This is an optimization exercise on Yosys and OpenROAD, whose aim is small area, a short achievable clock period and few clock cycles, not a production implementation.
Function was checked by simulation only, so behaviour that the tests miss may differ from the original.
The flow treats the clock pin as an ideal source. Dropping or thinning the clock tree relies on that and would not hold on a real chip.
No activity file was given, so power comes from the tool's default toggle rates.

Design Conv, start of the top module:
module Conv(
    input clk,
    input rst,
    input in_st,
    input [7:0] din,
    output reg [15:0] dout,
    output reg out_st
);
Size in the first run: about 650 cells after synthesis, about 300 flip-flops, ~0.0078 mm2 of cells after synthesis.
clock: 6.0 ns
lec_check: 0
abc_area: 1
cap_margin: 20
core_margin: 2
core_utilization: 40
setup_slack_margin: 4.0
slew_margin: 20
standard.sh (not shown) runs the stock make flow with config.mk's settings and CLKGATE_MAP_FILE= SYNTH_SCRIPT=/design/flow/synth_recipe.tcl, a recipe that flattens the netlist after the stock synthesis.
==> flow/flow/run.sh <==
#!/bin/bash
# Standard ORFS layout with these changes:
#  - the clock tree is built by flow/mantree.tcl (four root buffers, each
#    driving four leaf buffers) instead of ORFS's CTS;
#  - synthesis (flow/synth.tcl, the standard script with one hook) maps logic
#    with the ABC script flow/abc.script and leaves adders to ABC instead of
#    mapping them to full-adder cells. Registers are untouched.
set -euo pipefail
HERE=$(cd "$(dirname "${BASH_SOURCE[0]}")" && pwd)
export PRE_CTS_TCL=$HERE/pre_cts.tcl
export MT_NX=4 MT_NY=4 MT_NROOT=4 MT_LEAF=sky130_fd_sc_hd__clkbuf_8 MT_ROOT=sky130_fd_sc_hd__clkbuf_8
export MY_ABC_SCRIPT=$HERE/abc.script
bash standard.sh finish ADDER_MAP_FILE= SYNTH_SCRIPT=$HERE/synth.tcl > orfs_flow.log 2>&1
==> flow/flow/abc.script <==
strash
dch
amap
topo
stime -c
buffer -c
upsize -c
dnsize -c
==> flow/flow/mantree.tcl <==
proc mantree_build {} {
  set nleafx [expr {[info exists ::env(MT_NX)] ? $::env(MT_NX) : 2}]
  set nleafy [expr {[info exists ::env(MT_NY)] ? $::env(MT_NY) : 5}]
  set leafm  [expr {[info exists ::env(MT_LEAF)] ? $::env(MT_LEAF) : "sky130_fd_sc_hd__clkbuf_16"}]
  set rootm  [expr {[info exists ::env(MT_ROOT)] ? $::env(MT_ROOT) : "sky130_fd_sc_hd__clkbuf_16"}]
  set nroot  [expr {[info exists ::env(MT_NROOT)] ? $::env(MT_NROOT) : 1}]
  set db [ord::get_db]
  set block [ord::get_db_block]
  set clknet [$block findNet clk]
  set vdd [$block findNet VDD]
  set vss [$block findNet VSS]
  set sinks {}
  foreach it [$clknet getITerms] {
    set inst [$it getInst]
    set bb [$inst getBBox]
    set x [expr {([$bb xMin] + [$bb xMax]) / 2}]
    set y [expr {([$bb yMin] + [$bb yMax]) / 2}]
    lappend sinks [list $x $y $it]
  }
  set n [llength $sinks]
  puts "mantree: $n clock sinks, $nleafx x $nleafy leaves"
  # columns by x
  set sx [lsort -integer -index 0 $sinks]
  set groups {}
  for {set c 0} {$c < $nleafx} {incr c} {
    set a [expr {$c * $n / $nleafx}]
    set b [expr {($c + 1) * $n / $nleafx - 1}]
    set col [lsort -integer -index 1 [lrange $sx $a $b]]
    set m [llength $col]
    for {set r 0} {$r < $nleafy} {incr r} {
      set a2 [expr {$r * $m / $nleafy}]
      set b2 [expr {($r + 1) * $m / $nleafy - 1}]
      lappend groups [lrange $col $a2 $b2]
    }
  }
  set lm [$db findMaster $leafm]
  set rm [$db findMaster $rootm]
  set rootnets {}
  for {set q 0} {$q < $nroot} {incr q} {
    set rn [odb::dbNet_create $block clknet_root_$q]
    $rn setSigType CLOCK
    lappend rootnets $rn
    set sumx($q) 0; set sumy($q) 0; set cnt($q) 0
  }
  set k 0
  foreach g $groups {
    if {$nroot == 0} {
      set q 0
      set rootnet $clknet
    } else {
      set q [expr {($k / $nleafy) * $nroot / $nleafx}]
      set rootnet [lindex $rootnets $q]
    }
    set gx 0; set gy 0
    foreach s $g { incr gx [lindex $s 0]; incr gy [lindex $s 1] }
    set gx [expr {$gx / [llength $g]}]
    set gy [expr {$gy / [llength $g]}]
    set buf [odb::dbInst_create $block $lm clkbuf_leaf_$k]
    $buf setLocation [expr {$gx - [$lm getWidth] / 2}] [expr {$gy - [$lm getHeight] / 2}]
    $buf setPlacementStatus PLACED
    [$buf findITerm VPWR] connect $vdd
    [$buf findITerm VPB] connect $vdd
    [$buf findITerm VGND] connect $vss
    [$buf findITerm VNB] connect $vss
    set net [odb::dbNet_create $block clknet_leaf_$k]
    $net setSigType CLOCK
    [$buf findITerm A] connect $rootnet
    [$buf findITerm X] connect $net
    foreach s $g {
      set it [lindex $s 2]
      $it disconnect
      $it connect $net
    }
    if {$nroot > 0} { incr sumx($q) $gx; incr sumy($q) $gy; incr cnt($q) }
    incr k
  }
  for {set q 0} {$q < $nroot} {incr q} {
  set rootnet [lindex $rootnets $q]
  set rx [expr {$sumx($q) / $cnt($q)}]
  set ry [expr {$sumy($q) / $cnt($q)}]
  set root [odb::dbInst_create $block $rm clkbuf_root_$q]
  $root setLocation [expr {$rx - [$rm getWidth] / 2}] [expr {$ry - [$rm getHeight] / 2}]
  $root setPlacementStatus PLACED
  [$root findITerm VPWR] connect $vdd
  [$root findITerm VPB] connect $vdd
  [$root findITerm VGND] connect $vss
  [$root findITerm VNB] connect $vss
  [$root findITerm A] connect $clknet
  [$root findITerm X] connect $rootnet
  puts "mantree: root $q at $rx $ry, $cnt($q) leaves"
  }
  $clknet setSigType CLOCK
}
==> flow/flow/synth.tcl <==
proc synth {args} { yosys synth -nofsm -noshare {*}$args }
# Run ABC with the script MY_ABC_SCRIPT names instead of the one ORFS picks.
proc abc {args} {
  set i [lsearch -exact $args -script]
  if {$i >= 0 && [info exists ::env(MY_ABC_SCRIPT)] && $::env(MY_ABC_SCRIPT) ne ""} {
    lset args [expr {$i + 1}] $::env(MY_ABC_SCRIPT)
  }
  yosys abc {*}$args
}
source $::env(SCRIPTS_DIR)/synth.tcl
# left out here: clear keep_hierarchy, flatten, clean up, hide names made inside functions, write 1_2_yosys.v
Other scripts of this flow, unchanged in this note and not shown: flow/flow/pre_cts.tcl
Testbench counts at the start, summed over its fixed seeds: cycles 6,264.
Edit:
==> flow/flow/abc.script (replaced) <==
strash
dch
map -D 1400
topo
stime -c
buffer -c
upsize -c
dnsize -c
What happened: Via count falls by 0.31%. Synthesized area is higher by 5.2%. Utilization falls by 3.6 points. Routed wire length went up by 1.9%. Setup slack improved by 0.37 ns.
Edit:
==> flow/flow/run.sh (replaced) <==
#!/bin/bash
# Standard ORFS layout with these changes:
#  - the clock tree is built by flow/mantree.tcl (four root buffers, each
#    driving four leaf buffers) instead of ORFS's CTS;
#  - synthesis leaves adders to ABC instead of mapping them to full-adder cells;
#  - ports are buffered with the smallest buffer (timing repair resizes them);
#  - non-critical gates are downsized after global routing.
set -euo pipefail
HERE=$(cd "$(dirname "${BASH_SOURCE[0]}")" && pwd)
export PRE_CTS_TCL=$HERE/pre_cts.tcl
export MT_NX=4 MT_NY=4 MT_NROOT=4 MT_LEAF=sky130_fd_sc_hd__clkbuf_8 MT_ROOT=sky130_fd_sc_hd__clkbuf_8
bash standard.sh finish ADDER_MAP_FILE= RECOVER_POWER=${RECOVER:-100} \
  "BUFFER_PORTS_ARGS=-buffer_cell sky130_fd_sc_hd__buf_1" > orfs_flow.log 2>&1
--- a/flow/flow/mantree.tcl
+++ b/flow/flow/mantree.tcl
@@ -47,7 +47,2 @@
-    if {$nroot == 0} {
-      set q 0
-      set rootnet $clknet
-    } else {
-      set q [expr {($k / $nleafy) * $nroot / $nleafx}]
-      set rootnet [lindex $rootnets $q]
-    }
+    set q [expr {($k / $nleafy) * $nroot / $nleafx}]
+    set rootnet [lindex $rootnets $q]
@@ -74 +69 @@
-    if {$nroot > 0} { incr sumx($q) $gx; incr sumy($q) $gy; incr cnt($q) }
+    incr sumx($q) $gx; incr sumy($q) $gy; incr cnt($q)
removed: flow/flow/abc.script
removed: flow/flow/synth.tcl
What happened: Register-to-register slack is worse by 0.65 ns; hold slack is worse by 0.011 ns; total power is lower by 4.3%; via count is higher by about 2%; global-route usage is lower by 1.0 points; design area is lower by about 3%; combinational power is lower by about 10%; wire length is lower by about 9%; first-iteration DRC count is lower by 9.4%; core utilization is lower by 2.9 points.
Edit:
==> flow/flow/run.sh (replaced) <==
#!/bin/bash
# Standard ORFS layout, except that the clock tree is built by flow/mantree.tcl
# (four root buffers, each driving four leaf buffers) instead of ORFS's CTS,
# and synthesis leaves adders to ABC instead of mapping them to full-adder cells.
set -euo pipefail
HERE=$(cd "$(dirname "${BASH_SOURCE[0]}")" && pwd)
export PRE_CTS_TCL=$HERE/pre_cts.tcl
export MT_NX=4 MT_NY=4 MT_NROOT=4 MT_LEAF=sky130_fd_sc_hd__clkbuf_8 MT_ROOT=sky130_fd_sc_hd__clkbuf_8
bash standard.sh finish ADDER_MAP_FILE= > orfs_flow.log 2>&1
=>
- routed wire length is lower by 1.8%
- utilization is higher by 0.78 points
- final area is higher by 1.8%
- setup slack gains 0.68 ns
- fmax is higher by 35%
- power is higher by 1.0%
- sequential share of layout area is lower by 1.2 points
- sequential cell count is unchanged
Edit:
Settings changed: ABC_AREA 1 to default.
- The changed run ran to the end with no violations
- final area is higher by 6.7%
- worst hold slack gets better by 0.014 ns
- via count falls by 2.3%
- clock power came out lower by about 0.8%
- synthesized cell count decreases by 19%
- clock skew went down by 0.013 ns
- worst setup slack gets worse by 0.23 ns
- die area fell by 2.3%
In every run of this note, the design's own scripts or RTL, not TritonCTS, make the clock network.


Another version of the RTL of Conv (not shown whole).
Size in the first run: about 660 cells after synthesis, roughly 300 flip-flops.
export LEC_CHECK = 0
export ABC_AREA = 1
export CAP_MARGIN = 20
export CORE_MARGIN = 2
export CORE_UTILIZATION = 40
export SETUP_SLACK_MARGIN = 4.06
export SLEW_MARGIN = 20
create_clock -name core_clock -period 6.0 [get_ports {clk}]
==> flow/flow/run.sh <==
#!/bin/bash
# Standard ORFS layout with these changes:
#  - the clock tree is built by flow/mantree.tcl (four root buffers, each
#    driving four leaf buffers) instead of ORFS's CTS;
#  - synthesis leaves adders to ABC instead of mapping them to full-adder cells;
#  - every input and output port gets a buf_2 buffer (instead of the slow
#    delay buffer buffer_ports picks by default); timing repair may resize it.
set -euo pipefail
HERE=$(cd "$(dirname "${BASH_SOURCE[0]}")" && pwd)
export PRE_CTS_TCL=$HERE/pre_cts.tcl
export MT_NX=4 MT_NY=4 MT_NROOT=4 MT_LEAF=sky130_fd_sc_hd__clkbuf_8 MT_ROOT=sky130_fd_sc_hd__clkbuf_8
bash standard.sh finish ADDER_MAP_FILE= \
  "BUFFER_PORTS_ARGS=-buffer_cell sky130_fd_sc_hd__buf_2" > orfs_flow.log 2>&1
==> flow/flow/mantree.tcl <==
proc mantree_build {} {
  set nleafx [expr {[info exists ::env(MT_NX)] ? $::env(MT_NX) : 2}]
  set nleafy [expr {[info exists ::env(MT_NY)] ? $::env(MT_NY) : 5}]
  set leafm  [expr {[info exists ::env(MT_LEAF)] ? $::env(MT_LEAF) : "sky130_fd_sc_hd__clkbuf_16"}]
  set rootm  [expr {[info exists ::env(MT_ROOT)] ? $::env(MT_ROOT) : "sky130_fd_sc_hd__clkbuf_16"}]
  set nroot  [expr {[info exists ::env(MT_NROOT)] ? $::env(MT_NROOT) : 1}]
  set db [ord::get_db]
  set block [ord::get_db_block]
  set clknet [$block findNet clk]
  set vdd [$block findNet VDD]
  set vss [$block findNet VSS]
  set sinks {}
  foreach it [$clknet getITerms] {
    set inst [$it getInst]
    set bb [$inst getBBox]
    set x [expr {([$bb xMin] + [$bb xMax]) / 2}]
    set y [expr {([$bb yMin] + [$bb yMax]) / 2}]
    lappend sinks [list $x $y $it]
  }
  set n [llength $sinks]
  puts "mantree: $n clock sinks, $nleafx x $nleafy leaves"
  # columns by x
  set sx [lsort -integer -index 0 $sinks]
  set groups {}
  for {set c 0} {$c < $nleafx} {incr c} {
    set a [expr {$c * $n / $nleafx}]
    set b [expr {($c + 1) * $n / $nleafx - 1}]
    set col [lsort -integer -index 1 [lrange $sx $a $b]]
    set m [llength $col]
    for {set r 0} {$r < $nleafy} {incr r} {
      set a2 [expr {$r * $m / $nleafy}]
      set b2 [expr {($r + 1) * $m / $nleafy - 1}]
      lappend groups [lrange $col $a2 $b2]
    }
  }
  set lm [$db findMaster $leafm]
  set rm [$db findMaster $rootm]
  set rootnets {}
  for {set q 0} {$q < $nroot} {incr q} {
    set rn [odb::dbNet_create $block clknet_root_$q]
    $rn setSigType CLOCK
    lappend rootnets $rn
    set sumx($q) 0; set sumy($q) 0; set cnt($q) 0
  }
  set k 0
  foreach g $groups {
    if {$nroot == 0} {
      set q 0
      set rootnet $clknet
    } else {
      set q [expr {($k / $nleafy) * $nroot / $nleafx}]
      set rootnet [lindex $rootnets $q]
    }
    set gx 0; set gy 0
    foreach s $g { incr gx [lindex $s 0]; incr gy [lindex $s 1] }
    set gx [expr {$gx / [llength $g]}]
    set gy [expr {$gy / [llength $g]}]
    set buf [odb::dbInst_create $block $lm clkbuf_leaf_$k]
    $buf setLocation [expr {$gx - [$lm getWidth] / 2}] [expr {$gy - [$lm getHeight] / 2}]
    $buf setPlacementStatus PLACED
    [$buf findITerm VPWR] connect $vdd
    [$buf findITerm VPB] connect $vdd
    [$buf findITerm VGND] connect $vss
    [$buf findITerm VNB] connect $vss
    set net [odb::dbNet_create $block clknet_leaf_$k]
    $net setSigType CLOCK
    [$buf findITerm A] connect $rootnet
    [$buf findITerm X] connect $net
    foreach s $g {
      set it [lindex $s 2]
      $it disconnect
      $it connect $net
    }
    if {$nroot > 0} { incr sumx($q) $gx; incr sumy($q) $gy; incr cnt($q) }
    incr k
  }
  for {set q 0} {$q < $nroot} {incr q} {
  set rootnet [lindex $rootnets $q]
  set rx [expr {$sumx($q) / $cnt($q)}]
  set ry [expr {$sumy($q) / $cnt($q)}]
  set root [odb::dbInst_create $block $rm clkbuf_root_$q]
  $root setLocation [expr {$rx - [$rm getWidth] / 2}] [expr {$ry - [$rm getHeight] / 2}]
  $root setPlacementStatus PLACED
  [$root findITerm VPWR] connect $vdd
  [$root findITerm VPB] connect $vdd
  [$root findITerm VGND] connect $vss
  [$root findITerm VNB] connect $vss
  [$root findITerm A] connect $clknet
  [$root findITerm X] connect $rootnet
  puts "mantree: root $q at $rx $ry, $cnt($q) leaves"
  }
  $clknet setSigType CLOCK
}
Other scripts of this flow, unchanged in this note and not shown: flow/flow/pre_cts.tcl
The first run finished clean.
Testbench counts at the start, summed over its fixed seeds: cycles 6,264.
Next try:
- CORE_UTILIZATION: 40 -> 65
- SETUP_SLACK_MARGIN: 4.06 -> 4.0
The changed run ran to the end with no violations.
Sequential share of layout area came out higher by 2.4 points.
Die area came out lower by about 38%.
Sequential cell count stays the same.
Global-route usage came out higher by 5.6 points.
Design area came out lower by about 3.8%.
Setup slack is better by 29 ps.
First-iteration DRC count came out higher to 2.8 times its value.
Power came out lower by about 1.7%.
Combinational power came out lower by 3.7%.
Next try:
==> flow/flow/run.sh (replaced) <==
#!/bin/bash
# Standard ORFS layout, except that the clock tree is built by flow/mantree.tcl
# (four root buffers, each driving four leaf buffers) instead of ORFS's CTS,
# and synthesis leaves adders to ABC instead of mapping them to full-adder cells.
set -euo pipefail
HERE=$(cd "$(dirname "${BASH_SOURCE[0]}")" && pwd)
export PRE_CTS_TCL=$HERE/pre_cts.tcl
export MT_NX=4 MT_NY=4 MT_NROOT=4 MT_LEAF=sky130_fd_sc_hd__clkbuf_8 MT_ROOT=sky130_fd_sc_hd__clkbuf_8
bash standard.sh finish ADDER_MAP_FILE= > orfs_flow.log 2>&1
--- a/flow/flow/mantree.tcl
+++ b/flow/flow/mantree.tcl
@@ -47,7 +47,2 @@
-    if {$nroot == 0} {
-      set q 0
-      set rootnet $clknet
-    } else {
-      set q [expr {($k / $nleafy) * $nroot / $nleafx}]
-      set rootnet [lindex $rootnets $q]
-    }
+    set q [expr {($k / $nleafy) * $nroot / $nleafx}]
+    set rootnet [lindex $rootnets $q]
@@ -74 +69 @@
-    if {$nroot > 0} { incr sumx($q) $gx; incr sumy($q) $gy; incr cnt($q) }
+    incr sumx($q) $gx; incr sumy($q) $gy; incr cnt($q)
- CORE_UTILIZATION: 65 -> 40
=>
- cell count goes up by 14%
- global-route usage fell by 5.7 points
- power came out higher by 0.74%
- utilization drops by 27 points
No run of this note takes its clock network from TritonCTS; it comes from the design's own scripts or RTL.

[afterwards: timing with drivers on the ports]
The flow's constraints put no driver on any port. The routed layouts listed below were extracted and timed again, unchanged, in two steps.
Step 1 assumes that a clkbuf_16 drives the clock port and a buf_2 every other input.
Step 2 adds t to the input delays and takes it off the output delays; t is the mean of the earliest and latest rising clock arrival at the registers after step 1. Input paths then give back, and output paths get back, about the clock's delay inside the block.
a / b / c = ideal ports / drivers / drivers and shift; a / b = the first two.
| run | shift t [ns] | setup slack, ns | pins driven straight from the clock port |
|---|---|---|---|
| the first run of note 1 | 0.377 | 3.642 / 3.642 / 3.642 | 4 |
| the second run of note 1 | 0.382 | 4.012 / 3.956 / 3.682 | 4 |
| the third run of note 1 | 0.377 | 3.361 / 3.361 / 3.361 | 4 |
| the fourth run of note 1 | 0.380 | 4.041 / 3.978 / 3.727 | 4 |
| the fifth run of note 1 | 0.378 | 3.809 / 3.809 / 3.699 | 4 |
| the first run of note 2 | 0.380 | 3.999 / 3.935 / 4.058 | 4 |
| the second run of note 2 | 0.369 | 4.028 / 3.970 / 4.042 | 4 |
| the third run of note 2 | 0.376 | 4.013 / 3.968 / 3.674 | 4 |
After both steps every run listed still meets setup and hold. For the third run of note 2, which loses most, drivers alone change the setup slack by -0.045 ns; drivers and shift together by -0.339 ns.
